Source: an optimization exercise on an open RTL-to-GDS flow (aim: small area). Production flows keep margins and buffers that such runs may drop.
RTL that was checked went through simulation tests only; none was proved equivalent to the original.
No functional check of the RTL was part of runs 5 and 6.
No activity file was given, so power comes from the tool's default toggle rates.

### flow/run.sh
#!/bin/bash
# Own layout flow: the standard synthesis, then the combinational logic
# between the registers is mapped again by ABC for area (the registers are
# kept as they are, with their names and cells), then the standard
# layout with single-strength port buffers.
set -euo pipefail
W=$(pwd)
R=$W/orfs/results/$FLOW_PLATFORM/vgalab1/base
LIB=$FLOW_HOME/platforms/$FLOW_PLATFORM/lib/sky130_fd_sc_hd__tt_025C_1v80.lib

# 1. standard synthesis, up to the netlist
bash standard.sh $R/1_2_yosys.v > $W/std_synth.log 2>&1
cp $R/1_2_yosys.v $W/std_1_2_yosys.v

# 2. map the logic between registers again
DONT=""
for c in $(grep -o "\-dont_use [a-z0-9_]*" $W/orfs/logs/$FLOW_PLATFORM/vgalab1/base/1_2_yosys.log | awk '{print $2}' | sort -u); do
  DONT="$DONT -dont_use $c"
done
cat > $W/reabc.ys <<E2
read_liberty -ignore_miss_func -overwrite $LIB
read_verilog $W/std_1_2_yosys.v
hierarchy -top $FLOW_TOP
setattr -mod -set keep_hierarchy 1 sky130_fd_sc_hd__df* sky130_fd_sc_hd__conb_*
flatten
opt_clean -purge
tee -o $W/reabc_before.txt stat -liberty $LIB
abc -liberty $LIB $DONT -script $W/flow/area.abc
opt_clean -purge
splitnets
opt_clean -purge
hilomap -singleton -hicell sky130_fd_sc_hd__conb_1 HI -locell sky130_fd_sc_hd__conb_1 LO
insbuf -buf sky130_fd_sc_hd__buf_4 A X
opt_clean -purge
tee -o $W/reabc_after.txt stat -liberty $LIB
read_liberty -lib -ignore_miss_func -overwrite $LIB
check -assert
write_verilog -noattr -nohex -nodec $W/reabc_1_2_yosys.v
E2
yosys -l $W/reabc.log -q -s $W/reabc.ys > /dev/null 2>&1
cp $W/reabc_1_2_yosys.v $R/1_2_yosys.v

# 3. standard layout from the new netlist
bash standard.sh "BUFFER_PORTS_ARGS=-buffer_cell sky130_fd_sc_hd__buf_1" finish > $W/std_layout.log 2>&1
### flow/area.abc
strash; &get -n; &deepsyn -T 60; &put; dch -f; amap
### standard.sh
#!/bin/bash
# synth_recipe.tcl (not shown) runs the flow's synth.tcl, then flattens the netlist and writes it again
# the make line also repeats each setting of config.mk as NAME=value (left out here)
make -C /OpenROAD-flow-scripts/flow DESIGN_CONFIG=/design/flow/config.mk WORK_HOME=/design/flow/orfs CLKGATE_MAP_FILE= SYNTH_SCRIPT=/design/flow/synth_recipe.tcl "${@:-finish}"
### config.mk
export PLATFORM = sky130hd
export DESIGN_NAME = vgalab1
export DESIGN_NICKNAME = vgalab1
export VERILOG_FILES = /design/flow/design.v
export SDC_FILE = /design/flow/constraint.sdc
export NUM_CORES = 4
export LEC_CHECK = 0
export ABC_AREA = 1
export CAP_MARGIN = 20
export CORE_MARGIN = 2
export CORE_UTILIZATION = 40
export CTS_BUF_LIST = sky130_fd_sc_hd__clkbuf_8
export SLEW_MARGIN = 20
### constraint.sdc
create_clock -name core_clock -period 12.0 [get_ports {clk}]
set_input_delay 2.4000 -clock core_clock [delete_from_list [all_inputs] [get_ports {clk}]]
set_output_delay 2.4000 -clock core_clock [all_outputs]
set_load 0.01 [all_outputs]
### design.v
module vgalab1(
  input clk,             
  input rst_n,           
  input key_jump_n,      
  input key_restart_n,   
  input sw_gray,         
  output [0:6] HEX0, HEX1,   
  output VGA_HS,
  output VGA_VS,
  output VGA_BLANK,
  output [9:0] VGA_R,
  output [9:0] VGA_G,
  output [9:0] VGA_B
);
wire [5:0] xq;
wire [3:0] xr;
wire [5:0] yq;
wire [3:0] yr;
wire [2:0] idx;
wire [9:0] gray;
wire video_on;
vga_sync u1(.clk(clk), .rst_n(rst_n), .xq(xq), .xr(xr), .yq(yq), .yr(yr), .hs(VGA_HS), .vs(VGA_VS));
background background(.clk(clk), .rst_n(rst_n), .jump(key_jump_n), .restart(key_restart_n),
  .xq(xq), .xr(xr), .yq(yq), .yr(yr), .idx(idx), .gray(gray), .video_on(video_on), .HEX0(HEX0), .HEX1(HEX1));
assign VGA_BLANK = VGA_HS & VGA_VS;
assign VGA_R = !video_on ? 10'h000 : sw_gray ? gray : {10{idx[0]}};
assign VGA_G = !video_on ? 10'h000 : sw_gray ? gray : {10{idx[1]}};
assign VGA_B = !video_on ? 10'h000 : sw_gray ? gray : {10{idx[2]}};
endmodule
module background(
	input clk, input rst_n, input jump, input restart,
	input [5:0] xq, input [3:0] xr, input [5:0] yq, input [3:0] yr,
	output reg [2:0] idx, output [9:0] gray, output video_on,
	output [0:6] HEX0, output [0:6] HEX1);
function automatic ge(input [10:0] a, input [10:0] b);
	integer i; reg r;
	begin
		r = 1'b1;
		for (i = 0; i < 11; i = i + 1) r = (a[i] ^ b[i]) ? a[i] : r;
		ge = r;
	end
endfunction
function automatic sge(input [10:0] a, input [10:0] b);
	sge = ge({~a[10], a[9:0]}, {~b[10], b[9:0]});
endfunction
function automatic sin(input [10:0] v, input [10:0] lo, input [10:0] hi);
	sin = sge(v, lo) && sge(hi, v);
endfunction
function automatic [10:0] sub(input [10:0] a, input [10:0] b);
	integer i; reg c; reg p;
	begin
		c = 1'b1;
		for (i = 0; i < 11; i = i + 1) begin
			p = a[i] ^ ~b[i];
			sub[i] = p ^ c;
			c = (a[i] & ~b[i]) | (c & p);
		end
	end
endfunction
function automatic [10:0] add(input [10:0] a, input [10:0] b);
	integer i; reg c; reg p;
	begin
		c = 1'b0;
		for (i = 0; i < 11; i = i + 1) begin
			p = a[i] ^ b[i];
			add[i] = p ^ c;
			c = (a[i] & b[i]) | (c & p);
		end
	end
endfunction
function automatic [10:0] pk(input integer v);
	pk = ((v / 15) << 4) | (v % 15);
endfunction
function automatic [10:0] px(input integer v);
	px = (((v + 160) / 15) << 4) | ((v + 160) % 15);
endfunction
function automatic [10:0] pd(input integer v);
	integer q, r;
	begin
		q = v / 15;
		r = v - q * 15;
		if (r < 0) begin r = r + 15; q = q - 1; end
		pd = q * 16 + r;
	end
endfunction
function automatic [6:0] subc(input [6:0] a, input [6:0] b, input bin);
	integer i; reg c; reg p;
	begin
		c = !bin;
		for (i = 0; i < 7; i = i + 1) begin
			p = a[i] ^ ~b[i];
			subc[i] = p ^ c;
			c = (a[i] & ~b[i]) | (c & p);
		end
	end
endfunction
function automatic [10:0] dsub(input [9:0] a, input [9:0] b);
	reg [6:0] rd, rc, qd;
	begin
		rd = subc({3'd0, a[3:0]}, {3'd0, b[3:0]}, 1'b0);
		rc = subc(rd, 7'd0, rd[4]);
		qd = subc({1'b0, a[9:4]}, {1'b0, b[9:4]}, rd[4]);
		dsub = {qd, rc[3:0]};
	end
endfunction
wire [10:0] X = {1'b0, xq, xr};
wire [10:0] Y = {1'b0, yq, yr};
assign video_on = !ge(X, px(640)) && !yq[5];
wire [5:0] gx = {xq[5:4] - 2'd1, xq[3:0]};
assign gray = (!ge(X, px(80)) || ge(X, px(561))) ? 10'd0 : ({yq[4:0], 5'd0} | {4'd0, gx});
wire tt = (X == px(199)) || (X == px(399)) || (X == px(599)) || (X == px(799));
reg [1:0] lc;  
always @(posedge clk or negedge rst_n)
	if (!rst_n) lc <= 2'd0;
	else if (X == px(799)) lc <= {lc[0], !lc[0] && !lc[1]};
wire mt = (lc == 2'd1 && X == px(399)) || (lc == 2'd2 && X == px(799));
reg [9:0] s;
reg [4:0] lf;  
wire [10:0] ssq = sub({5'd0, s[9:4]}, 1);
wire [10:0] ssr = sub({7'd0, s[3:0]}, 1);
always @(posedge clk or negedge rst_n)
	if (!rst_n) begin
		s <= px(120);
		lf <= 5'b11110;
	end else if (tt) begin
		if (s == px(0)) s <= px(641);
		else if (s[3:0] == 4'd0) s <= {ssq[5:0], 4'd14};
		else s <= {s[9:4], ssr[3:0]};
		if (s == px(0)) lf <= {lf[1] ^ lf[2], lf[4:1]};
	end
wire [10:0] S = {1'b0, s};
wire n1 = !ge(S, px(561));    
wire a2 = !ge(S, px(432));    
wire n2a = !ge(S, px(351));   
wire a3 = !ge(S, px(218));    
wire n3a = !ge(S, px(133));   
reg [4:0] mq;
reg [1:0] mc;
reg [9:0] mxo;
reg hit, dis1, dis2, dis3;
reg [3:0] sf, ss;
wire [10:0] M = {2'd0, mq, mc[1], mc[0], mc[1], mc[0]};
wire [10:0] MX = {1'b0, mxo};
reg ty1, ty2, ty3, by1, by2, by3, my;
reg g01, g02, g03, gA1, gA2, gA3, gH1, gH2, gH3;
wire [1:0] t = xr[1:0];
wire usep = (t == 2'd1 && !a2) || (t == 2'd2 && !a3);
wire [3:0] fs = usep ? lf[3:0] : lf[4:1];
reg [8:0] htab;
always @*
	case ({t, fs})
	6'd0: htab = {5'd20, 4'd0};  
	6'd1: htab = {5'd14, 4'd10};  
	6'd2: htab = {5'd11, 4'd5};  
	6'd3: htab = {5'd19, 4'd5};  
	6'd4: htab = {5'd16, 4'd10};  
	6'd5: htab = {5'd12, 4'd0};  
	6'd6: htab = {5'd26, 4'd0};  
	6'd7: htab = {5'd22, 4'd10};  
	6'd8: htab = {5'd20, 4'd5};  
	6'd9: htab = {5'd10, 4'd0};  
	6'd10: htab = {5'd26, 4'd10};  
	6'd11: htab = {5'd14, 4'd12};  
	6'd12: htab = {5'd22, 4'd3};  
	6'd13: htab = {5'd11, 4'd1};  
	6'd14: htab = {5'd18, 4'd6};  
	6'd15: htab = {5'd13, 4'd4};  
	6'd16: htab = {5'd13, 4'd4};  
	6'd17: htab = {5'd14, 4'd12};  
	6'd18: htab = {5'd11, 4'd5};  
	6'd19: htab = {5'd16, 4'd10};  
	6'd20: htab = {5'd10, 4'd0};  
	6'd21: htab = {5'd26, 4'd10};  
	6'd22: htab = {5'd20, 4'd5};  
	6'd23: htab = {5'd11, 4'd1};  
	6'd24: htab = {5'd12, 4'd0};  
	6'd25: htab = {5'd22, 4'd10};  
	6'd26: htab = {5'd19, 4'd5};  
	6'd27: htab = {5'd20, 4'd0};  
	6'd28: htab = {5'd26, 4'd0};  
	6'd29: htab = {5'd14, 4'd10};  
	6'd30: htab = {5'd18, 4'd6};  
	6'd31: htab = {5'd22, 4'd3};  
	6'd32: htab = {5'd12, 4'd11};  
	6'd33: htab = {5'd26, 4'd10};  
	6'd34: htab = {5'd18, 4'd3};  
	6'd35: htab = {5'd16, 4'd4};  
	6'd36: htab = {5'd26, 4'd0};  
	6'd37: htab = {5'd21, 4'd5};  
	6'd38: htab = {5'd11, 4'd13};  
	6'd39: htab = {5'd11, 4'd1};  
	6'd40: htab = {5'd12, 4'd0};  
	6'd41: htab = {5'd13, 4'd5};  
	6'd42: htab = {5'd19, 4'd5};  
	6'd43: htab = {5'd26, 4'd0};  
	6'd44: htab = {5'd14, 4'd12};  
	6'd45: htab = {5'd19, 4'd7};  
	6'd46: htab = {5'd20, 4'd11};  
	6'd47: htab = {5'd22, 4'd10};  
	default: htab = 9'd0;
	endcase
reg [4:0] mqd;
reg [1:0] mcd;
wire mt1 = (lc == 2'd1 && X == px(400)) || (lc == 2'd0 && X == px(0));
wire slot_my = mt1 || t == 2'd3;
wire [10:0] ua = (xr[2] && !slot_my) ? M : Y;
wire [10:0] ub = slot_my ? M : {2'd0, htab};
wire [10:0] ud = dsub(ua[9:0], ub[9:0]);
wire uneg = ud[10];
wire ud_ge0 = !uneg;
wire ud_by = sin(ud, -64, -32);       
wire ud_my = sin(ud, -32, 0) && ge(M, pk(30));
wire ud_gA = sge(ud, -54);            
wire ud_gH = sge(ud, -70);            
always @(posedge clk or negedge rst_n)
	if (!rst_n) begin
		{ty1, ty2, ty3, by1, by2, by3, my} <= 7'd0;
		{g01, g02, g03, gA1, gA2, gA3, gH1, gH2, gH3} <= 9'd0;
	end else if (slot_my)
		my <= ud_my;
	else if (!xr[3])
		case (xr[2:0])
		3'd0: begin ty1 <= ud_ge0; by1 <= ud_by; end
		3'd1: begin ty2 <= ud_ge0; by2 <= ud_by; end
		3'd2: begin ty3 <= ud_ge0; by3 <= ud_by; end
		3'd4: begin g01 <= ud_ge0; gA1 <= ud_gA; gH1 <= ud_gH; end
		3'd5: begin g02 <= ud_ge0; gA2 <= ud_gA; gH2 <= ud_gH; end
		3'd6: begin g03 <= ud_ge0; gA3 <= ud_gA; gH3 <= ud_gH; end
		default: ;
		endcase
wire [10:0] d1 = dsub(mxo, s);
wire col1 = n1 && sin(d1, pd(30), pd(80)) && g01;
wire col2 = (a2 ? (n2a && sin(d1, pd(240), pd(290))) : sin(d1, pd(-402), pd(-352))) && g02;
wire col3 = (a3 ? (n3a && sin(d1, pd(454), pd(508))) : sin(d1, pd(-188), pd(-134))) && g03;
wire bd1 = n1 && sin(d1, pd(50), pd(60));
wire bd2 = a2 ? (n2a && sin(d1, pd(260), pd(270))) : sin(d1, pd(-382), pd(-372));
wire bd3 = a3 ? (n3a && sin(d1, pd(474), pd(488))) : sin(d1, pd(-168), pd(-154));
wire colany = col1 || col2 || col3;
wire mlow = !ge(M, pk(81));
wire mhigh = ge(M, pk(400));
wire brA = !jump && !hit;
wire brB = !brA && !restart;
wire brC = !brA && restart && mlow;
wire brD = !brA && restart && !mlow && mhigh;
wire brE = !brA && restart && !mlow && !mhigh && colany;
wire brH = !brA && restart && !mlow && !mhigh && !colany;
reg [4:0] mqn;
reg [1:0] mcn;
always @* begin
	mqn = mq; mcn = mc;
	if (brA) begin
		if (mc == 2'd2) mcn = 2'd0;
		else if (mq != 5'd0) begin mqn = sub(mq, 1); mcn = {mc[0], !mc[0]}; end
	end else if (brB) begin mqn = 5'd5; mcn = 2'd2; end
	else if (brC) begin mqn = 5'd5; mcn = 2'd1; end
	else if (brD) begin mqn = 5'd26; mcn = 2'd2; end
	else if (brH) begin
		if (mc == 2'd2) begin mqn = add(mq, 1); mcn = 2'd0; end
		else mcn = {mc[0], !mc[0]};
	end
	mqd = mt ? mqn : mq;
	mcd = mt ? mcn : mc;
end
wire bok = !hit && (brA || brD || brH);
wire b1 = bok && !dis1 && bd1 && (brA ? gA1 : (brD || gH1));
wire b2 = bok && !dis2 && bd2 && (brA ? gA2 : (brD || gH2));
wire b3 = bok && !dis3 && bd3 && (brA ? gA3 : (brD || gH3));
wire c1 = ge(S, px(561)) && !ge(S, px(566));
wire c2 = ge(S, px(351)) && !ge(S, px(356));
wire c3 = ge(S, px(133)) && !ge(S, px(138));
wire bany = b1 || b2 || b3;
wire sf10 = sf == 4'd10;
wire [9:0] kx = col1 ? 10'd0 : col2 ? (a2 ? {6'd14, 4'd0} : {6'd35, 4'd3}) : (a3 ? {6'd28, 4'd4} : {6'd49, 4'd7});
wire [10:0] kr = add({7'd0, s[3:0]}, {7'd0, kx[3:0]});
wire kc = ge(kr, 15);
wire [10:0] krc = kc ? sub(kr, 15) : kr;
wire [10:0] kq = add(add({5'd0, s[9:4]}, {5'd0, kx[9:4]}), {10'd0, kc});
always @(posedge clk or negedge rst_n)
	if (!rst_n) begin
		mxo <= px(335);
		hit <= 1'b0;
		dis1 <= 1'b0; dis2 <= 1'b0; dis3 <= 1'b0;
		sf <= 4'd0; ss <= 4'd0;
	end else if (mt) begin
		if (brB) mxo <= px(335);
		else if (brE) mxo <= {kq[5:0], krc[3:0]};
		if (brB) hit <= 1'b0;
		else if (brC || brD || brE) hit <= 1'b1;
		dis1 <= b1 ? 1'b1 : c1 ? 1'b0 : dis1;
		dis2 <= b2 ? 1'b1 : c2 ? 1'b0 : dis2;
		dis3 <= b3 ? 1'b1 : c3 ? 1'b0 : dis3;
		if (bany) begin
			sf <= sf10 ? 4'd0 : add(sf, 1);
			if (sf10) ss <= add(ss, 1);
		end else if (brB) begin
			sf <= 4'd0; ss <= 4'd0;
		end
	end
always @(posedge clk or negedge rst_n)
	if (!rst_n) begin
		mq <= 5'd5; mc <= 2'd2;    
	end else begin
		mq <= mqd; mc <= mcd;
	end
BCD DisplayScoreFirst(sf, HEX0);
BCD DisplayScoreSecond(ss, HEX1);
wire [10:0] ex = dsub(X[9:0], s);
wire tx1 = n1 && sin(ex, pd(0), pd(80));
wire tx2 = a2 ? (n2a && sin(ex, pd(210), pd(290))) : sin(ex, pd(-432), pd(-352));
wire tx3 = a3 ? (n3a && sin(ex, pd(424), pd(508))) : sin(ex, pd(-218), pd(-134));
wire bx1 = n1 ? sin(ex, pd(20), pd(60)) : (!ge(S, px(581)) && sge(ex, pd(19)));
wire bx2 = a2 ? (n2a ? sin(ex, pd(230), pd(270)) : (!ge(S, px(371)) && sge(ex, pd(229)))) : sin(ex, pd(-412), pd(-372));
wire bx3 = a3 ? (n3a ? sin(ex, pd(444), pd(488)) : (!ge(S, px(153)) && sge(ex, pd(443)))) : sin(ex, pd(-198), pd(-154));
wire y400 = !ge(Y, pk(401));
wire [10:0] mdx = dsub(mxo, X[9:0]);
wire mon = ge(MX, px(30)) && sin(mdx, pd(0), pd(30)) && (mt1 ? ud_my : my);
always @* begin
	idx = 3'd6;
	if (ge(Y, pk(400))) idx = 3'd2;
	if (!ge(Y, pk(51))) idx = 3'd4;
	else if (mon) idx = 3'd5;
	else if (bx1 && by1) idx = dis1 ? 3'd6 : 3'd3;
	else if (tx1 && ty1 && y400) idx = 3'd0;
	else if (bx2 && by2) idx = dis2 ? 3'd6 : 3'd3;
	else if (tx2 && ty2 && y400) idx = 3'd0;
	else if (bx3 && by3) idx = dis3 ? 3'd6 : 3'd3;
	else if (tx3 && ty3 && y400) idx = 3'd0;
	if (hit) begin
		if (ge(X, px(30)) && ge(px(610), X) && ge(Y, pk(50)) && ge(pk(450), Y)) idx = 3'd0;
		if (ge(X, px(130)) && ge(px(510), X) && ge(pk(400), Y) && ge(Y, pk(100))) begin
			idx = 3'd7;
			if (ge(px(170), X) && ge(pk(350), Y)) idx = 3'd0;
			if (ge(X, px(240)) && ge(px(410), X) && ge(Y, pk(200)) && ge(pk(250), Y)) idx = 3'd0;
			if (ge(X, px(290)) && ge(px(337), X) && ge(Y, pk(150)) && ge(pk(350), Y)) idx = 3'd0;
			if (ge(X, px(460)) && ge(pk(350), Y)) idx = 3'd0;
		end
	end
end
endmodule
module BCD(m, Display0);
	input [3:0] m;
	output [0:6] Display0;
	assign Display0 [0:6] = (m[3:0] == 4'b0000) ? 7'b0000001:  
									(m[3:0] == 4'b0001) ? 7'b1001111:  
									(m[3:0] == 4'b0010) ? 7'b0010010:  
									(m[3:0] == 4'b0011) ? 7'b0000110:  
									(m[3:0] == 4'b0100) ? 7'b1001100:  
									(m[3:0] == 4'b0101) ? 7'b0100100:  
									(m[3:0] == 4'b0110) ? 7'b0100000:  
									(m[3:0] == 4'b0111) ? 7'b0001111:  
									(m[3:0] == 4'b1000) ? 7'b0000000: 7'b0000100;  
endmodule
module vga_sync(
   input clk,
   input rst_n,
   output reg [5:0] xq,
   output reg [3:0] xr,
   output reg [5:0] yq,
   output reg [3:0] yr,
   output reg hs,
   output reg vs
);
function automatic [5:0] inc(input [5:0] a);
   integer i; reg c;
   begin
      c = 1'b1;
      for (i = 0; i < 6; i = i + 1) begin inc[i] = a[i] ^ c; c = a[i] & c; end
   end
endfunction
function automatic ge(input [9:0] a, input [9:0] b);
   integer i; reg r;
   begin
      r = 1'b1;
      for (i = 0; i < 10; i = i + 1) r = (a[i] ^ b[i]) ? a[i] : r;
      ge = r;
   end
endfunction
function automatic [9:0] px(input integer v);
   px = (((v + 160) / 15) << 4) | ((v + 160) % 15);
endfunction
wire [9:0] X = {xq, xr};
wire [5:0] xqi = inc(xq);
wire [5:0] xri = inc({2'd0, xr});
wire [5:0] yqi = inc(yq);
wire [5:0] yri = inc({2'd0, yr});
always @(posedge clk or negedge rst_n)
   if (!rst_n) begin
      xq <= 6'd10;
      xr <= 4'd10;
      hs <= 1'b0;
   end else begin
      if (xr == 4'd14) begin
         xr <= (xq == 6'd63) ? 4'd10 : 4'd0;
         xq <= (xq == 6'd63) ? 6'd10 : xqi;
      end else
         xr <= xri[3:0];
      hs <= !(ge(X, px(659)) && ge(px(754), X));
   end
always @(posedge clk or negedge rst_n)
   if (!rst_n) begin
      yq <= 6'd0;
      yr <= 4'd0;
      vs <= 1'b0;
   end else if (X == px(699)) begin
      if (yr == 4'd14) begin
         yr <= 4'd0;
         yq <= (yq == 6'd34) ? 6'd0 : yqi;
      end else
         yr <= yri[3:0];
      vs <= !(yq == 6'd32 && (yr == 4'd13 || yr == 4'd14));
   end
endmodule
==> results of run 1 <==
final cells by class:
type,instances,area [um^2],share of cell area
Multi-Input combinational cell,902,4750,0.575
Sequential cell,84,2120,0.257
Inverter,159,601,0.0727
Timing Repair Buffer,64,293,0.0355
Tap cell,229,287,0.0347
Clock buffer,9,124,0.0150
Clock inverter,7,82.6,0.0100
flip-flops by register name (all words and copies together), names as in the netlist, 2 cells and up:
| name | flops |
|---|---|
| background.lc | 2 |
| background.lf | 5 |
| background.mc | 2 |
| background.mq | 5 |
| background.mxo | 10 |
| background.s | 10 |
| background.sf | 4 |
| background.ss | 4 |
| u1.xq | 6 |
| u1.xr | 4 |
| u1.yq | 6 |
| u1.yr | 4 |
worst min-delay path, stage by stage, from the launching register on:
cell     delay [ns]
dfstp_2        0.39
nand2_1        0.05
o21ai_0        0.07
metrics by stage:
stage,util,instance area [um^2],instances,total power (uW)
6_report,0.457,8260,1454,596
3_5_place_dp,0.443,8010,1438,371
5_1_grt,0.457,8260,1454,620
2_1_floorplan,-,7430,1145,346
3_3_place_gp,0.443,8010,1438,371
4_1_cts,0.454,8220,1454,598
power groups by stage:
| stage | Clock [uW] | Sequential [uW] | Combinational [uW] |
|---|---|---|---|
| CTS | 231 | 297 | 69.8 |
| global route | 242 | 298 | 79.5 |
| floorplan | 0 | 300 | 46.3 |
| finish | 229 | 297 | 70.5 |
| detailed placement | 0 | 302 | 69.1 |
| global placement | 0 | 302 | 69.2 |
worst max path at each step:
stage / end / slack, ns
finish: VGA_B[1] / 1.07
global route: VGA_B[1] / 0.02
CTS: VGA_B[5] / 0.65
detailed placement: VGA_B[5] / 1.16
global placement: VGA_B[5] / 1.50
floorplan: VGA_B[5] / 2.52
layout by cell type (no fill, tap or decap), types with 4 or more instances in the layout:
master and instances:
o32ai_1 11, a22oi_1 18, o31ai_1 12, or2_0 11
clkbuf_8 9, a311oi_1 6, dfrtp_1 67, or3_1 14
o22ai_1 36, o311ai_0 5, o211ai_1 8, a32oi_1 4
o221ai_1 8, nor3_1 51, dfstp_2 17, o21a_1 21
o22a_1 12, nand2_1 88, nor4_1 12, or4_1 8
nor2b_1 8, a21oi_1 74, a211oi_1 7, nor2_1 271
nand3_1 15, o21ai_0 126, nand4_1 4, a31o_1 5
buf_4 13, a31oi_1 23, buf_1 50, clkinv_1 158
layer usage:
layer	part of all wire	up-vias	wire length (um)
met4	0.041	0	1150
met3	0.087	82	2430
met5	0	-	0
met1	0.43	4072	12200
li1	-	4296	-
met2	0.44	434	12300
==> impl_results.md, run 1 <==
- Switching share of power: 0.310
- Syn Nets: 1150
- CP max stage cell: dfrtp_1
- Max Fclk: between 90 and 100 MHz
- CTS tree: built
- Worst Hold Path EP: background.lf[4]$_DFFE_PN1P_
- Setup violators final: 0
- Clock Power Share: 0.383
- Die width: roughly 140 um
- Clock tree buffer depth: 2
- NumNets Final: approximately 1200
- Syn Area/Cell: 6.49 um^2
- Post-Syn Area: around 7400 um^2
- Clock transition at path regs: about 0.10 ns
- Sequential Power Share: 0.499
- PortBufs: 51
- Initial antenna violation count: 1
- Share of layout cells above drive strength 1: 0.0449
- Combinational fraction of design power: 0.118
- Final setup TNS: 0 ns
- Hold wc startpoint: background.lf[4]$_DFFE_PN1P_
- Synth-to-layout area growth: 11.1%
- Max VDD drop: roughly 0.045 mV
- Final RePlAce weighted congestion: 1.00
- Core Region: 18100 um^2
- Max Slew Vio Count: 0
- Hold path depth: 2
- Total CTS buffers: 9
- Worst Path Max Fanout: 9
- Final Critical Period: between 10 and 15 ns
- Cell mode on critical path: nor2_1
- Setup bufs post-CTS: 0
- GR peak layer: met2
- DRT Wirelength: 28.0 mm
- Ant diodes: 0
- Worst-Margin Slew: 1.15 ns
- Row count: 49
- Skew final: approximately 0.017 ns
- FF-to-FF Start: background.s[2]$_DFFE_PN0P_
- Met1 Use GR: 0.381
- CP bufs+invs: 5
- CTS sink cnt: 84
- Syn Inst Count: ~1100
- Chip Height: ~140 um
- Vias in the first global route: between 8000 and 9000
- Filler cell count: between 1500 and 2000
- Worst setup path class: reg2out
- Die Footprint: 19700 um^2
- First-pass GRT wire length: roughly 44 mm
- Pwr/cell area: between 70 and 80 nW/um^2
- CP arrival: ~8.5 ns
- Synthesis Warnings: 2
- WP data required: around 9.6 ns
- CP max stage delay: about 0.49 ns
- DR vias/cell: between 6 and 7
- Delay-heaviest family, CP: compound AO/OA/AOI/OAI gates
- Skew-Pair Late Insertion Delay: approximately 0.40 ns
- R2R setup slack: approximately 4.3 ns
- Stages on worst setup path: 43
- Largest net degree at the start of global routing: 60
- Worst setup SP type: register
- Iter 0 DRT Violations: around 800
- WHS: around 0.5 ns
- Leak: around 0.0030 uW
- Final hold viol count: 0
- GRT met3 Usage: 0.0544
- CP endpoint kind: output port
- Setup WS post-layout: between 1 and 1.5 ns
- NetSw: 185 uW
- RR Endpoint: background.mxo[9]$_DFFE_PN1P_
- Number of max-cap violations: 0
- Crit path from: background.s[0]$_DFFE_PN0P_
- FF-to-FF path depth: 37
- Post-cts resize count: 0
- Routed WL per cell: between 15 and 20 um
- Congestion Overflow GR: 0
- RSZ-0062 raised after global routing: no
- DRT antenna net count: 0
- I/O pin cnt: 52
- Hold WC Path Type: reg2reg
- Starting Density: 0.411
- Vias: a little under 9000
- CTS Hold Bufs: 0
- Period utilization: 0.911
- Global-route usage over all layers: 0.285
- Outcome: no timing/DRC/antenna violations
- Pre-CTS WS: roughly 1.2 ns
- Root Driver: clkbuf_8
- TritonRoute pass-1 iters: 6
- Met2 Usage GRT: 0.450
- Relative slew slack: 0.225
- DP HPWL: approximately 22 mm
- Pint: 412 uW
- Number of remaining DRC errors: 0
- H-tree levels: 3
==> inputs of run 2 (changes only) <==
--- a/design.v
+++ b/design.v
@@ -111,7 +111,5 @@
 wire tt = (X == px(199)) || (X == px(399)) || (X == px(599)) || (X == px(799));
-reg [1:0] lc;  
-always @(posedge clk or negedge rst_n)
-	if (!rst_n) lc <= 2'd0;
-	else if (X == px(799)) lc <= {lc[0], !lc[0] && !lc[1]};
-wire mt = (lc == 2'd1 && X == px(399)) || (lc == 2'd2 && X == px(799));
+wire y1 = yr == 4'd1 || yr == 4'd4 || yr == 4'd7 || yr == 4'd10 || yr == 4'd13;
+wire y0 = yr == 4'd0 || yr == 4'd3 || yr == 4'd6 || yr == 4'd9 || yr == 4'd12;
+wire mt = (y1 && X == px(399)) || (y0 && X == px(799));
 reg [9:0] s;
@@ -203,3 +201,3 @@
 reg [1:0] mcd;
-wire mt1 = (lc == 2'd1 && X == px(400)) || (lc == 2'd0 && X == px(0));
+wire mt1 = (y1 && X == px(400)) || (y0 && X == px(0));
 wire slot_my = mt1 || t == 2'd3;
@@ -214,7 +212,4 @@
 wire ud_gH = sge(ud, -70);            
-always @(posedge clk or negedge rst_n)
-	if (!rst_n) begin
-		{ty1, ty2, ty3, by1, by2, by3, my} <= 7'd0;
-		{g01, g02, g03, gA1, gA2, gA3, gH1, gH2, gH3} <= 9'd0;
-	end else if (slot_my)
+always @(posedge clk)
+	if (slot_my)
 		my <= ud_my;
@@ -359,4 +354,4 @@
    output reg [3:0] yr,
-   output reg hs,
-   output reg vs
+   output hs,
+   output vs
 );
@@ -389,3 +384,2 @@
       xr <= 4'd10;
-      hs <= 1'b0;
    end else begin
@@ -396,4 +390,9 @@
          xr <= xri[3:0];
-      hs <= !(ge(X, px(659)) && ge(px(754), X));
    end
+reg first;
+always @(posedge clk or negedge rst_n)
+   if (!rst_n) first <= 1'b1;
+   else if (X == px(699)) first <= 1'b0;
+assign hs = !(ge(X, px(660)) && ge(px(755), X)) && !(first && X == px(0));
+assign vs = !first && !(yq == 6'd32 && yr == 4'd14) && !(yq == 6'd33 && yr == 4'd0);
 always @(posedge clk or negedge rst_n)
@@ -402,3 +401,2 @@
       yr <= 4'd0;
-      vs <= 1'b0;
    end else if (X == px(699)) begin
@@ -409,3 +407,2 @@
          yr <= yri[3:0];
-      vs <= !(yq == 6'd32 && (yr == 4'd13 || yr == 4'd14));
    end
==> run 2 against run 1 <==
Net effect: the flow now stops in netlist read-in after synthesis.
==> impl_results.md, run 2 <==
- Outcome: stopped before the end
- Stopping stage: netlist read-in after synthesis
- Synthesis Warnings: 2 (unchanged)
- Stop err: [ERROR STA-0171] /design/flow/orfs/results/sky130hd/vgalab1/base/1_2_yosys.v line 1060, syntax error
==> inputs of run 3 (changes only) <==
--- a/flow/run.sh
+++ b/flow/run.sh
@@ -23,3 +23,3 @@
 hierarchy -top $FLOW_TOP
-setattr -mod -set keep_hierarchy 1 sky130_fd_sc_hd__df* sky130_fd_sc_hd__conb_*
+setattr -mod -set keep_hierarchy 1 sky130_fd_sc_hd__df* sky130_fd_sc_hd__edf* sky130_fd_sc_hd__sdf* sky130_fd_sc_hd__dl* sky130_fd_sc_hd__conb_*
 flatten
--- a/config.mk
+++ b/config.mk
@@ -8,6 +8,8 @@
 export ABC_AREA = 1
-export CAP_MARGIN = 20
+export CAP_MARGIN = 0
 export CORE_MARGIN = 2
-export CORE_UTILIZATION = 40
-export CTS_BUF_LIST = sky130_fd_sc_hd__clkbuf_8
-export SLEW_MARGIN = 20
+export CORE_UTILIZATION = 55
+export CTS_BUF_LIST = sky130_fd_sc_hd__clkbuf_4 sky130_fd_sc_hd__clkbuf_8
+export GPL_TIMING_DRIVEN = 0
+export PLACE_DENSITY = 0.65
+export SLEW_MARGIN = 0
==> run 3 against run 2 <==
Net effect: now clean on timing, DRC and antenna.
==> impl_results.md, run 3 <==
- Vias: between 8000 and 9000
- CTS Hold Bufs: 0
- CP max stage cell: dfstp_2
- Syn Inst Count: 1135
- Core Region: 12700 um^2
- Final hold viol count: 0
- Dpl cell area: roughly 7700 um^2
- Clock transition at path regs: ~0.1 ns
- Iter 0 DRT Violations: roughly 1200
- FF-to-FF Start: background.s[3]$_DFFE_PN1P_
- H-tree levels: 3
- Outcome: no timing/DRC/antenna violations
- DP HPWL: approximately 20 mm
- Pwr/cell area: between 70 and 80 nW/um^2
- Share of layout cells above drive strength 1: 0.0432
- CP arrival: a little under 9 ns
- Number of max-cap violations: 0
- Skew-Pair Late Insertion Delay: slightly below 0.4 ns
- CTS tree: built
- Biggest regs: background.mxo (10), background.s (10)
- TritonRoute pass-1 iters: 8
- Die Footprint: approximately 14000 um^2
- Initial antenna violation count: 0
- Final core occ: 0.630
- WP data required: between 9 and 10 ns
- Number of remaining DRC errors: 0
- Skew final: between 0.015 and 0.02 ns
- Syn Nets: about 1100
- Root Driver: clkbuf_8
- Row count: 41
- Congestion Overflow GR: 0
- Chip Height: approximately 120 um
- Cell mode on critical path: nor2_1
- Worst Path Max Fanout: 10
- Synth-to-layout area growth: 10.7%
- Max Fclk: roughly 89 MHz
- RR Endpoint: background.gH1$_DFFE_PP_
- Final RePlAce weighted congestion: roughly 1.0
- Delay-heaviest family, CP: compound AO/OA/AOI/OAI gates
- Max VDD drop: roughly 0.053 mV
- Total CTS buffers: 9
- DRT antenna net count: 0
- Clock tree buffer depth: 2
- GR peak layer: met2
- Die width: between 100 and 150 um
- Worst setup SP type: register
- Hold path depth: 2
- Starting Density: 0.569
- DRT Wirelength: about 26 mm
- Commonest non-fill, non-tap cells in the layout: 322 x nor2_1, 146 x clkinv_1, 110 x o21ai_0
- Worst Hold Path EP: u1.first$_DFFE_PN1N_
- Relative slew slack: 0.117
- CTS sink cnt: between 80 and 90
- Hold WC Path Type: reg2reg
- Final instance area: around 8000 um^2
- Setup violators final: 0
- I/O pin cnt: between 50 and 60
- Post-Syn Area: approximately 7200 um^2
- Synthesis Warnings: 2 (unchanged)
- CP endpoint kind: output port
- Vias in the first global route: slightly below 8000
- Worst setup path class: reg2out
- Routed WL per cell: between 15 and 20 um
- First-pass GRT wire length: approximately 40 mm
- CP bufs+invs: 6
- Global-route usage over all layers: 0.359
- PortBufs: slightly above 50
- Final Critical Period: approximately 11 ns
- Period utilization: 0.937
- Met1 Use GR: 0.487
- Syn Area/Cell: roughly 6.4 um^2
- Max Slew Vio Count: 0
- Leak: approximately 0.0028 uW
- CP max stage delay: 0.63 ns
- NumNets Final: approximately 1200
- GRT met3 Usage: 0.0627
- Worst-Margin Slew: around 1.3 ns
- Ant diodes: 0
- DR vias/cell: around 6.5
- R2R setup slack: roughly 4.3 ns
- Met2 Usage GRT: 0.545
- Largest net degree at the start of global routing: 35
- FF-to-FF path depth: 28
- Hold wc startpoint: u1.first$_DFFE_PN1N_
- Commonest non-fill, non-tap cell in the layout: nor2_1
==> run 3: how the worst max path moves through the flow <==
stage	cells past startpoint	end	startpoint	slack (ns)
global route	39	VGA_B[0]	background.s[1]$_DFFE_PN1P_	-0.0002
global placement	39	VGA_G[5]	background.s[3]$_DFFE_PN1P_	-0.30
floorplan	37	VGA_G[0]	background.s[1]$_DFFE_PN1P_	2.42
detailed placement	39	VGA_G[2]	background.s[3]$_DFFE_PN1P_	-0.41
CTS	39	VGA_G[8]	background.s[3]$_DFFE_PN1P_	0.06
finish	37	VGA_B[5]	background.s[3]$_DFFE_PN1P_	0.75
==> run 3: what timing repair did <==
item                                    in CTS  in global routing
gates cloned                                 0                  0
buffers inserted                             0                  2
endpoints found under the setup margin      30                 30
pin swaps                                    0                  2
resized for setup                            6                 14
==> run 3: worst min-delay path: stages, from the launching register on <==
cell	delay [ns]
dfstp_2	0.37
clkinv_1	0.06
nor2_1	0.05
==> run 3: where the power goes <==
part | switching, uW | internal [uW] | leakage, uW
clock network | 122 | 121 | 0.000113
registers | 3.23 | 282 | 0.000838
logic | 38.3 | 14.6 | 0.00185
total | 164 | 417 | 0.00280
==> run 3: final cells by class <==
class                      instances  area, um^2
clock buffer                       9         124
multi-input combinational        908        4660
clock inverter                     7         105
sequential                        81        2130
fill                            1235        4710
inverter                         146         548
timing repair buffer              54         228
tap                              172         215
==> run 3: metrics by stage <==
step	power [uW]	setup slack (ns)	setup TNS [ns]	cells	hold WS [ns]
after global placement	339	-0.295	-2.88	1358	0.463
final	581	0.753	0	1377	0.473
after floorplan	322	2.42	0	1135	0.433
after CTS	580	0.0597	0	1375	0.477
after detailed placement	341	-0.411	-5.79	1359	0.462
after global routing	598	-0.000197	-0.000197	1377	0.495
==> run 3: layer usage <==
metal | share of wire | wire, um
met3 | 0.10 | 2600
met5 | 0 | 0
met1 | 0.41 | 10500
met4 | 0.049 | 1250
met2 | 0.44 | 11200
==> inputs of run 4 (changes only) <==
--- a/config.mk
+++ b/config.mk
@@ -10,6 +10,5 @@
 export CORE_MARGIN = 2
-export CORE_UTILIZATION = 55
-export CTS_BUF_LIST = sky130_fd_sc_hd__clkbuf_4 sky130_fd_sc_hd__clkbuf_8
+export CORE_UTILIZATION = 40
+export CTS_BUF_LIST = sky130_fd_sc_hd__clkbuf_8
 export GPL_TIMING_DRIVEN = 0
-export PLACE_DENSITY = 0.65
 export SLEW_MARGIN = 0
==> run 4 against run 3 <==
Net effect: combinational power shrank 2%; total power decreased by 6.7%; count of clock-buffer cells in the layout is the same; setup slack gained 0.059 ns; still clean; worst hold slack gained 0.0097 ns; via count shrank 2.2%; cell count rose by 4.2%; synthesized area stayed put; first-iteration DRC count fell by 21%; synthesized cell count stayed put; final area increased by 0.89%.
==> impl_results.md, run 4 <==
- Outcome: no timing/DRC/antenna violations
- Hold WC Path Type: reg2reg
- Syn Nets: 1140 (unchanged)
- TritonRoute pass-1 iters: 6 (-2)
- Post-Syn Area: 7240 um^2 (unchanged)
- WP data required: 9.60 ns (about the same)
- Iter 0 DRT Violations: 984 (-21%)
- Vias in the first global route: 7980 (+1.9%)
- DP HPWL: 20.3 mm (+4.2%)
- Syn Area/Cell: 6.38 um^2 (unchanged)
- Pwr/cell area: 67.1 nW/um^2 (-7.6%)
- Share of layout cells above drive strength 1: 0.0473 (+0.00411)
- Tot Pwr: 542 uW (-6.7%)
- Core Region: 17800 um^2 (+40%)
- Starting Density: 0.406 (-0.163)
- Max Fclk: 89.4 MHz (+0.53%)
- Worst setup SP type: register
- First-pass GRT wire length: 42.4 mm (+4.9%)
- DRT antenna net count: 0 (unchanged)
- CP endpoint kind: output port
- Die Footprint: 19200 um^2 (+36%)
- Die width: 139 um (+17%)
- PortBufs: 51 (unchanged)
- DR vias/cell: 6.11 (-6.1%)
- Relative slew slack: 0.108 (-0.00903)
- CP max stage cell: dfrtp_1
- Pre-CTS WS: -0.559 ns (-0.148 ns)
- Leak: 0.00280 uW (-0.23%)
- RSZ-0062 raised after global routing: no
- Clock tree buffer depth: 2 (unchanged)
- Worst setup path class: reg2out
- Root Driver: clkbuf_8
- Skew-Pair Late Insertion Delay: 0.40 ns (about the same)
- Commonest non-fill, non-tap cell in the layout: nor2_1
- CTS tree: built
- CTS sink cnt: 81 (unchanged)
- Synth-to-layout area growth: 11.7%
- Wire length on met3: 1.90 mm (-27%)
- CTS Hold Bufs: 0 (unchanged)
- DR top layer: met4
- Final RePlAce weighted congestion: 0.975 (-6.4%)
- Chip Height: 139 um (+17%)
- Final Critical Period: 11.19 ns (-0.0594 ns)
- Worst Path Max Fanout: 12 (+2)
- Biggest regs: background.mxo (10), background.s (10)
- H-tree levels: 3 (unchanged)
- Period utilization: 0.932 (-0.00495)
- CP arrival: 8.79 ns (-0.06 ns)
- DRT Wirelength: 26.1 mm (+2.3%)
- Global-route usage over all layers: 0.273 (-0.0862)
- WHS: 0.483 ns (+0.00967 ns)
- Setup violators final: 0 (unchanged)
- Routed WL per cell: 18.2 um (-1.9%)
- Synthesis Warnings: 2 (unchanged)
- CP max stage delay: 0.61 ns (-0.02 ns)
- Row count: 49 (+20%)
- Initial antenna violation count: 0 (unchanged)
- Congestion Overflow GR: 0 (unchanged)
- Skew final: 0.0178 ns (+0.00266 ns)
- Final setup TNS: 0 ns (unchanged)
- I/O pin cnt: 52 (unchanged)
- Syn Inst Count: 1135 (unchanged)
- Vias: 8768 (-2.2%)
- Number of max-cap violations: 0 (unchanged)
- Setup WS post-layout: 0.813 ns (+0.0594 ns)
- Routed met2 length: 12.0 mm (+7.0%)
- Max VDD drop: 0.0535 mV (+0.47%)
- Final hold viol count: 0 (unchanged)
- Ant diodes: 0 (unchanged)
- Largest net degree at the start of global routing: 35 (unchanged)
- Clock transition at path regs: 0.09 ns (about the same)
- Commonest non-fill, non-tap cells in the layout: 322 x nor2_1, 144 x clkinv_1, 111 x o21ai_0
- Met1 WL: 11.4 mm (+8.4%)
- Number of remaining DRC errors: 0 (unchanged)
- Total CTS buffers: 9 (unchanged)
- NumNets Final: 1206 (+0.083%)
- Max Slew Vio Count: 0 (unchanged)
- Cell mode on critical path: nor2_1
- Worst-Margin Slew: 1.32 ns (+0.0108 ns)
run 4: area by class of cell:
type                       count  area (um^2)
fill                        1916         9760
multi-input combinational    908         4680
sequential                    81         2130
inverter                     146          556
tap                          229          287
timing repair buffer          55          245
clock buffer                   9          124
clock inverter                 7         61.3
run 4: per-stage QoR:
stage	instances	util	area [um^2]
2_1_floorplan	1135	-	7240
3_3_place_gp	1415	0.432	7720
3_5_place_dp	1417	0.434	7740
4_1_cts	1433	0.446	7960
5_1_grt	1435	0.453	8080
6_report	1435	0.453	8080
run 4: where the power goes:
| group | leakage (uW) | switching [uW] | internal (uW) |
|---|---|---|---|
| Combinational | 0.00186 | 37.0 | 14.6 |
| Sequential | 0.000838 | 3.55 | 282 |
| Clock | 0.0000966 | 126 | 79.4 |
| Total | 0.00280 | 166 | 376 |
run 4: metal layers:
metal | global-route usage | vias up
li1 | - | 4236
met1 | 0.368 | 4057
met2 | 0.447 | 393
met3 | 0.0488 | 82
met4 | 0.0865 | 0
met5 | 0 | -
run 4: worst max-delay path, delay by kind of cell (launching register included):
family,cells,cell delay [ns]
simple gates,19,3.00
buf+inv,5,1.26
compound gates,15,3.54
flops,1,0.61
run 4: what timing repair did:
item                       in CTS  in global routing
gates cloned                    0                  0
buffers inserted                0                  2
setup endpoints to repair      30                 30
pin swaps                       0                  2
resized for setup               7                 19
run 4: worst paths after layout:
| path | slack, ns | cells past startpoint | from | end |
|---|---|---|---|---|
| hold reg to reg | 0.48 | 2 | u1.first$_DFFE_PN1N_ | u1.first$_DFFE_PN1N_ |
| max in group asynchronous | 9.17 | 2 | rst_n | background.mxo[9]$_DFFE_PN1P_ |
| hold / removal | 0.48 | 2 | u1.first$_DFFE_PN1N_ | u1.first$_DFFE_PN1N_ |
| setup reg to reg | 4.30 | 28 | background.s[2]$_DFFE_PN0P_ | background.gH3$_DFFE_PP_ |
| min in group asynchronous | 2.10 | 1 | rst_n | background.lf[0]$_DFFE_PN0P_ |
| setup / recovery | 0.81 | 39 | background.s[2]$_DFFE_PN0P_ | VGA_B[8] |
==> inputs of run 5 (changes only) <==
--- a/design.v
+++ b/design.v
@@ -142,4 +142,9 @@
 reg ty1, ty2, ty3, by1, by2, by3, my;
-reg g01, g02, g03, gA1, gA2, gA3, gH1, gH2, gH3;
-wire [1:0] t = xr[1:0];
+reg g0, gA, gH;
+wire [10:0] d1 = dsub(mxo, s);
+wire near2 = a2 ? sin(d1, pd(238), pd(294)) : sin(d1, pd(-404), pd(-348));
+wire near3 = a3 ? sin(d1, pd(452), pd(508)) : sin(d1, pd(-190), pd(-134));
+reg [1:0] tn;
+always @(posedge clk) tn <= near2 ? 2'd1 : near3 ? 2'd2 : 2'd0;
+wire [1:0] t = xr[2] ? tn : xr[1:0];
 wire usep = (t == 2'd1 && !a2) || (t == 2'd2 && !a3);
@@ -220,11 +225,8 @@
 		3'd2: begin ty3 <= ud_ge0; by3 <= ud_by; end
-		3'd4: begin g01 <= ud_ge0; gA1 <= ud_gA; gH1 <= ud_gH; end
-		3'd5: begin g02 <= ud_ge0; gA2 <= ud_gA; gH2 <= ud_gH; end
-		3'd6: begin g03 <= ud_ge0; gA3 <= ud_gA; gH3 <= ud_gH; end
+		3'd4: begin g0 <= ud_ge0; gA <= ud_gA; gH <= ud_gH; end
 		default: ;
 		endcase
-wire [10:0] d1 = dsub(mxo, s);
-wire col1 = n1 && sin(d1, pd(30), pd(80)) && g01;
-wire col2 = (a2 ? (n2a && sin(d1, pd(240), pd(290))) : sin(d1, pd(-402), pd(-352))) && g02;
-wire col3 = (a3 ? (n3a && sin(d1, pd(454), pd(508))) : sin(d1, pd(-188), pd(-134))) && g03;
+wire col1 = n1 && sin(d1, pd(30), pd(80)) && g0;
+wire col2 = (a2 ? (n2a && sin(d1, pd(240), pd(290))) : sin(d1, pd(-402), pd(-352))) && g0;
+wire col3 = (a3 ? (n3a && sin(d1, pd(454), pd(508))) : sin(d1, pd(-188), pd(-134))) && g0;
 wire bd1 = n1 && sin(d1, pd(50), pd(60));
@@ -259,5 +261,5 @@
 wire bok = !hit && (brA || brD || brH);
-wire b1 = bok && !dis1 && bd1 && (brA ? gA1 : (brD || gH1));
-wire b2 = bok && !dis2 && bd2 && (brA ? gA2 : (brD || gH2));
-wire b3 = bok && !dis3 && bd3 && (brA ? gA3 : (brD || gH3));
+wire b1 = bok && !dis1 && bd1 && (brA ? gA : (brD || gH));
+wire b2 = bok && !dis2 && bd2 && (brA ? gA : (brD || gH));
+wire b3 = bok && !dis3 && bd3 && (brA ? gA : (brD || gH));
 wire c1 = ge(S, px(561)) && !ge(S, px(566));
==> flow/area.abc (replaced) <==
strash; &get -n; &deepsyn -T 60; &put; dch -f; amap; topo; buffer -p; upsize -D 6000; dnsize -D 6000
--- a/config.mk
+++ b/config.mk
@@ -12,2 +12,4 @@
 export CTS_BUF_LIST = sky130_fd_sc_hd__clkbuf_8
+export CTS_CLUSTER_DIAMETER = 60
+export CTS_CLUSTER_SIZE = 20
 export GPL_TIMING_DRIVEN = 0
==> run 5 against run 4 <==
Net effect: die area decreased by 0.30%; setup slack gained 0.022 ns; total power grew 6.1%; cell count is 0.35% lower; global-route usage decreased by 1.8 points; first-iteration DRC count is 26% lower; synthesized cell count is 0.26% lower; sequential share of layout area shrank 1.4 points; largest cell class unchanged.
==> impl_results.md, run 5 <==
- RSZ-0062 raised after global routing: no
- Period utilization: 0.930 (-0.00181)
- Skew final: 0.0204 ns (+0.00256 ns)
- Iter 0 DRT Violations: 730 (-26%)
- Hold wc startpoint: background.ss[0]$_DFFE_PN0P_
- Global-route usage over all layers: 0.255 (-0.0183)
- CTS Hold Bufs: 0 (unchanged)
- Share of layout cells above drive strength 1: 0.0466 (-0.000636)
- CP bufs+invs: 9 (+4)
- Skew-Pair Late Insertion Delay: 0.38 ns (-0.02 ns)
- Stages on worst setup path: 42 (+7.7%)
- DRT Wirelength: 24.9 mm (-4.4%)
- Ant diodes: 0 (unchanged)
- Biggest regs: background.mxo (10), background.s (10)
- Vias in the first global route: 7606 (-4.7%)
- Commonest non-fill, non-tap cell in the layout: nor2_1
- Die width: 138 um (-0.15%)
- Vias: 8541 (-2.6%)
- Clock tree buffer depth: 2 (unchanged)
- Largest net degree at the start of global routing: 40 (+14%)
- Dpl cell area: 7710 um^2 (-0.36%)
- CTS sink cnt: 77 (-4.9%)
- RR Endpoint: background.mxo[8]$_DFFE_PN0P_
- Final instance area: 7970 um^2 (-1.4%)
- Leak: 0.00329 uW (+17%)
- Row count: 49 (unchanged)
- Max VDD drop: 0.0449 mV (-16%)
- Crit path from: background.s[3]$_DFFE_PN1P_
- Synthesis Warnings: 2 (unchanged)
- Starting Density: 0.404 (-0.00126)
- Worst-Margin Slew: 1.02 ns (-0.302 ns)
- Core Region: 17800 um^2 (unchanged)
- CTS tree: built
- DR vias/cell: 5.97 (-2.2%)
- DP HPWL: 19.6 mm (-3.6%)
- Worst Path Max Fanout: 10 (-2)
- First-pass GRT wire length: 39.8 mm (-6.2%)
- Root Driver: clkbuf_8
- NumNets Final: 1201 (-0.41%)
- Pwr/cell area: 72.2 nW/um^2 (+7.6%)
- Final hold viol count: 0 (unchanged)
- Outcome: no timing/DRC/antenna violations
- Die Footprint: 19100 um^2 (-0.30%)
- Syn Nets: 1137 (-0.26%)
- Number of max-cap violations: 0 (unchanged)
- Congestion Overflow GR: 0 (unchanged)
- DRT antenna net count: 0 (unchanged)
- Number of remaining DRC errors: 0 (unchanged)
- I/O pin cnt: 52 (unchanged)
- Syn Area/Cell: 6.37 um^2 (about the same)
- TritonRoute pass-1 iters: 5 (-1)
- FF-to-FF Start: background.s[1]$_DFFE_PN1P_
- Worst setup path class: reg2out
- H-tree levels: 3 (unchanged)
- Initial antenna violation count: 0 (unchanged)
- Synth-to-layout area growth: 10.4%
- Worst setup SP type: register
- PortBufs: 51 (unchanged)
- Chip Height: 138 um (-0.15%)
- Routed WL per cell: 17.4 um (-4.1%)
- WP data required: 9.60 ns (about the same)
- CP max stage delay: 0.67 ns (+0.06 ns)
- CP Capture Point: VGA_G[9]
- Clock transition at path regs: 0.07 ns (-0.02 ns)
- Final Critical Period: 11.17 ns (-0.0218 ns)
- R2R setup slack: 4.43 ns (+0.13 ns)
- FF-to-FF path depth: 40 (+43%)
- Syn Inst Count: 1132 (-0.26%)
- Final RePlAce weighted congestion: 0.971 (-0.45%)
- CP endpoint kind: output port
- Commonest non-fill, non-tap cells in the layout: 266 x nor2_1, 157 x inv_1, 116 x o21ai_0
- Total CTS buffers: 9 (unchanged)
- Delay-heaviest family, CP: compound AO/OA/AOI/OAI gates
- Cell mode on critical path: nor2_1
- Hold WC Path Type: reg2reg
- CP max stage cell: dfstp_2
- Setup violators final: 0 (unchanged)
- Max Fclk: 89.6 MHz (+0.19%)
- CP arrival: 8.77 ns (-0.02 ns)
- Post-Syn Area: 7220 um^2 (-0.31%)
- Max Slew Vio Count: 0 (unchanged)
- Relative slew slack: 0.313 (+0.205)
- Final setup TNS: 0 ns (unchanged)
[run 5: worst min-delay path by stage]
stage | end | slack [ns] | depth (start not counted)
finish | background.ss[0]$_DFFE_PN0P_ | 0.49 | 1
global route | background.ss[0]$_DFFE_PN0P_ | 0.51 | 1
CTS | background.ss[0]$_DFFE_PN0P_ | 0.50 | 1
detailed placement | background.lf[0]$_DFFE_PN0P_ | 0.49 | 2
global placement | background.ss[0]$_DFFE_PN0P_ | 0.48 | 1
floorplan | u1.yq[5]$_DFFE_PN0P_ | 0.44 | 1
[run 5: worst reg2reg max path, delay by kind of cell, from the launching register on]
kind	cells	cell delay, ns
AO/OA/AOI/OAI	20	3.98
AND/OR/NAND/NOR	13	2.05
buffers and inverters	7	0.84
flip-flops	1	0.61
[run 5: layout make-up]
class                           instances  area, um^2
Fill cell                            1852        9870
Timing Repair Buffer                   53         220
Tap cell                              229         287
Sequential cell                        77        1990
Buffer                                  9        33.8
Inverter                              158         593
Clock buffer                           11         151
Multi-Input combinational cell        888        4650
Clock inverter                          5        45.0
[run 5: where the power goes]
group / internal (uW) / switching (uW) / total (uW)
sequential: 271 / 9.06 / 280
combinational: 29.6 / 59.3 / 89.0
clock: 105 / 102 / 206
total: 405 / 170 / 575
[run 5: metrics by stage]
step	worst slack, ns	std cells	utilization	hold WS (ns)	power (uW)
after floorplan	2.79	1132	-	0.440	343
after global placement	0.596	1412	0.431	0.479	371
final	0.835	1430	0.447	0.494	575
after CTS	0.158	1429	0.443	0.498	578
after global routing	0.00618	1430	0.447	0.514	601
after detailed placement	0.612	1413	0.432	0.489	371
[run 5: repair_timing]
item                       in CTS  in global routing
setup buffers                   0                  1
setup endpoints to repair       0                 30
gates resized for setup         0                 13
[run 5: routing by layer]
| metal | up-vias | part of all wire | GRT usage |
|---|---|---|---|
| met2 | 397 | 0.44 | 0.394 |
| li1 | 4184 | - | - |
| met4 | 0 | 0.028 | 0.0951 |
| met1 | 3905 | 0.45 | 0.363 |
| met3 | 55 | 0.077 | 0.0350 |
| met5 | - | 0 | 0 |
==> inputs of run 6 (changes only) <==
--- a/config.mk
+++ b/config.mk
@@ -12,4 +12,2 @@
 export CTS_BUF_LIST = sky130_fd_sc_hd__clkbuf_8
-export CTS_CLUSTER_DIAMETER = 60
-export CTS_CLUSTER_SIZE = 20
 export GPL_TIMING_DRIVEN = 0
==> run 6 against run 5 <==
Net effect: still clean on timing, DRC and antenna; clock skew stayed put; via count is the same; synthesized area is the same; flip-flop and latch count did not move; largest cell class unchanged.
==> impl_results.md, run 6 <==
- Max VDD drop: 0.0449 mV (unchanged)
- Routed WL per cell: 17.4 um (unchanged)
- Filler cell count: 1852 (unchanged)
- Skew-Pair Late Insertion Delay: 0.38 ns (about the same)
- CP max stage delay: 0.67 ns (about the same)
- CTS Hold Bufs: 0 (unchanged)
- Root Driver: clkbuf_8
- FF-to-FF path depth: 40 (unchanged)
- CP endpoint kind: output port
- CP max stage cell: dfstp_2
- CTS tree: built
- First-pass GRT wire length: 39.8 mm (unchanged)
- Biggest regs: background.mxo (10), background.s (10)
- DP HPWL: 19.6 mm (unchanged)
- Chip Height: 138 um (unchanged)
- FF-to-FF Start: background.s[1]$_DFFE_PN1P_
- Pre-CTS WS: 0.612 ns (unchanged)
- Hold WC Path Type: reg2reg
- Syn Area/Cell: 6.37 um^2 (unchanged)
- Max Slew Vio Count: 0 (unchanged)
- NetSw: 170 uW (unchanged)
- PortBufs: 51 (unchanged)
- Combinational fraction of design power: 0.155 (about the same)
- Number of remaining DRC errors: 0 (unchanged)
- Total CTS buffers: 9 (unchanged)
- Pint: 405 uW (unchanged)
- Synthesis Warnings: 2 (unchanged)
- H-tree levels: 3 (unchanged)
- Commonest non-fill, non-tap cells in the layout: 266 x nor2_1, 157 x inv_1, 116 x o21ai_0
- Die width: 138 um (unchanged)
- Worst-Margin Slew: 1.02 ns (unchanged)
- Largest net degree at the start of global routing: 40 (unchanged)
- Final Critical Period: 11.17 ns (unchanged)
- R2R setup slack: 4.43 ns (about the same)
- I/O pin cnt: 52 (unchanged)
- Sequential Power Share: 0.487 (about the same)
- Worst Path Max Fanout: 10 (unchanged)
- Relative slew slack: 0.313 (unchanged)
- NumNets Final: 1201 (unchanged)
- Synth-to-layout area growth: 10.4% (unchanged)
- Die Footprint: 19100 um^2 (unchanged)
- Final instance area: 7970 um^2 (unchanged)
- Vias: 8541 (unchanged)
- Clock Power Share: 0.359 (about the same)
- Clock transition at path regs: 0.07 ns (about the same)
- Multi-input gate area: 4650 um^2 (unchanged)
- Worst setup SP type: register
- Dpl cell area: 7710 um^2 (unchanged)
- Max Fclk: 89.6 MHz (unchanged)
- CTS sink cnt: 77 (unchanged)
- Iter 0 DRT Violations: 730 (unchanged)
- CP arrival: 8.77 ns (about the same)
- WHS: 0.494 ns (unchanged)
- Worst setup path class: reg2out
- DRT antenna net count: 0 (unchanged)
- Number of max-cap violations: 0 (unchanged)
- Row count: 49 (unchanged)
- Pwr/cell area: 72.2 nW/um^2 (unchanged)
- Share of layout cells above drive strength 1: 0.0466 (unchanged)
- Final RePlAce weighted congestion: 0.971 (unchanged)
- WP data required: 9.60 ns (about the same)
- Global-route usage over all layers: 0.255 (unchanged)
- Tot Pwr: 575 uW (unchanged)
- RSZ-0062 raised after global routing: no
- Switching share of power: 0.295 (unchanged)
- Initial antenna violation count: 0 (unchanged)
- Cell mode on critical path: nor2_1
- TritonRoute pass-1 iters: 5 (unchanged)
- Setup WS post-layout: 0.835 ns (unchanged)
- Outcome: no timing/DRC/antenna violations
- Crit path from: background.s[3]$_DFFE_PN1P_
- Final setup TNS: 0 ns (unchanged)
- Post-Syn Area: 7220 um^2 (unchanged)
- Register area: 1990 um^2 (unchanged)
- DR vias/cell: 5.97 (unchanged)
- Syn Nets: 1137 (unchanged)
- Leak: 0.00329 uW (unchanged)
- Vias in the first global route: 7606 (unchanged)
- DRT Wirelength: 24.9 mm (unchanged)
- Commonest non-fill, non-tap cell in the layout: nor2_1
- RR Endpoint: background.mxo[8]$_DFFE_PN0P_
- Final hold viol count: 0 (unchanged)
- Setup violators final: 0 (unchanged)
- Congestion Overflow GR: 0 (unchanged)
- CP Capture Point: VGA_G[9]
- Skew final: 0.0204 ns (unchanged)
- Period utilization: 0.930 (unchanged)
- Core Region: 17800 um^2 (unchanged)
- Syn Inst Count: 1132 (unchanged)
- Starting Density: 0.404 (unchanged)
- Ant diodes: 0 (unchanged)
- Clock tree buffer depth: 2 (unchanged)
[run 6: cell counts in the layout (fill, tap and decap cells not counted)]
Identical to the previous run, type by type.
[run 6: layout make-up]
| cell class | count | area share |
|---|---|---|
| buffer | 9 | 0.00424 |
| tap | 229 | 0.0360 |
| sequential | 77 | 0.250 |
| inverter | 158 | 0.0744 |
| clock buffer | 11 | 0.0190 |
| timing repair buffer | 53 | 0.0276 |
| clock inverter | 5 | 0.00565 |
| multi-input combinational | 888 | 0.583 |
[run 6: how the worst min path moves through the flow]
stage                     slack (ns)                         start                            to  depth (start not counted)
after floorplan                 0.44          u1.yq[5]$_DFFE_PN0P_          u1.yq[5]$_DFFE_PN0P_                          1
after global placement          0.48  background.ss[0]$_DFFE_PN0P_  background.ss[0]$_DFFE_PN0P_                          1
after detailed placement        0.49  background.lf[0]$_DFFE_PN0P_  background.lf[0]$_DFFE_PN0P_                          2
after CTS                       0.50  background.ss[0]$_DFFE_PN0P_  background.ss[0]$_DFFE_PN0P_                          1
after global routing            0.51  background.ss[0]$_DFFE_PN0P_  background.ss[0]$_DFFE_PN0P_                          1
final                           0.49  background.ss[0]$_DFFE_PN0P_  background.ss[0]$_DFFE_PN0P_                          1
[run 6: layer usage]
| metal | global-route usage | share of wire |
|---|---|---|
| met3 | 0.0350 | 0.077 |
| met1 | 0.363 | 0.45 |
| met2 | 0.394 | 0.44 |
| met5 | 0 | 0 |
| met4 | 0.0951 | 0.028 |
[run 6: repair_timing]
action,4_1_cts,5_1_grt
setup buffers,0,1
gates resized for setup,0,13
endpoints found under the setup margin,0,30
hold endpoints to repair,0,0
[run 6: metrics by stage]
stage | cells | util
global placement | 1412 | 0.431
floorplan | 1132 | -
CTS | 1429 | 0.443
finish | 1430 | 0.447
detailed placement | 1413 | 0.432
global route | 1430 | 0.447
[run 6: worst max-delay path: cells and delay by family, from the launching register on]
| family | cells | cell delay, ns |
|---|---|---|
| AOI/OAI and AO/OA | 18 | 4.00 |
| and+or+nand+nor | 15 | 2.44 |
| buffers and inverters | 9 | 1.28 |
| DFF | 1 | 0.67 |
[run 6: power by group through the flow]
stage,Sequential (uW),Combinational (uW),Clock (uW)
2_1_floorplan,282,61.2,0
3_3_place_gp,285,85.6,0
3_5_place_dp,285,86.7,0
4_1_cts,280,87.1,211
5_1_grt,281,100,220
6_report,280,89.0,206

port drivers added, routing unchanged:
How much do the figures lean on ideal ports? The routed layouts below were timed once more, with nothing changed but the port constraints. Step 1: set_driving_cell puts a clkbuf_16 on clk and a buf_2 on each other input, an assumption about the parent block. Step 2 times the ports against the registers' clock, not the clock port: input delays grow and output delays shrink by t, the midpoint of the rising clock arrivals with the driver on. a / b / c = ideal / step 1 / step 2; a / b = the first two.
run | t, ns | slack for setup (ns) | hold slack, ns | worst register clock-pin slew, ns
run 1 | 0.431 | 1.068 / 1.026 / 1.457 | 0.500 / 0.500 / 0.500 | 0.11 / 0.11
run 3 | 0.426 | 0.753 / 0.712 / 1.139 | 0.473 / 0.473 / 0.473 | 0.10 / 0.10
run 4 | 0.429 | 0.813 / 0.774 / 1.203 | 0.483 / 0.483 / 0.483 | 0.11 / 0.11
run 5 | 0.414 | 0.835 / 0.793 / 1.207 | 0.494 / 0.494 / 0.494 | 0.09 / 0.09
run 6 | 0.414 | 0.835 / 0.793 / 1.207 | 0.494 / 0.494 / 0.494 | 0.09 / 0.09
After both steps setup and hold are still met in every run listed.
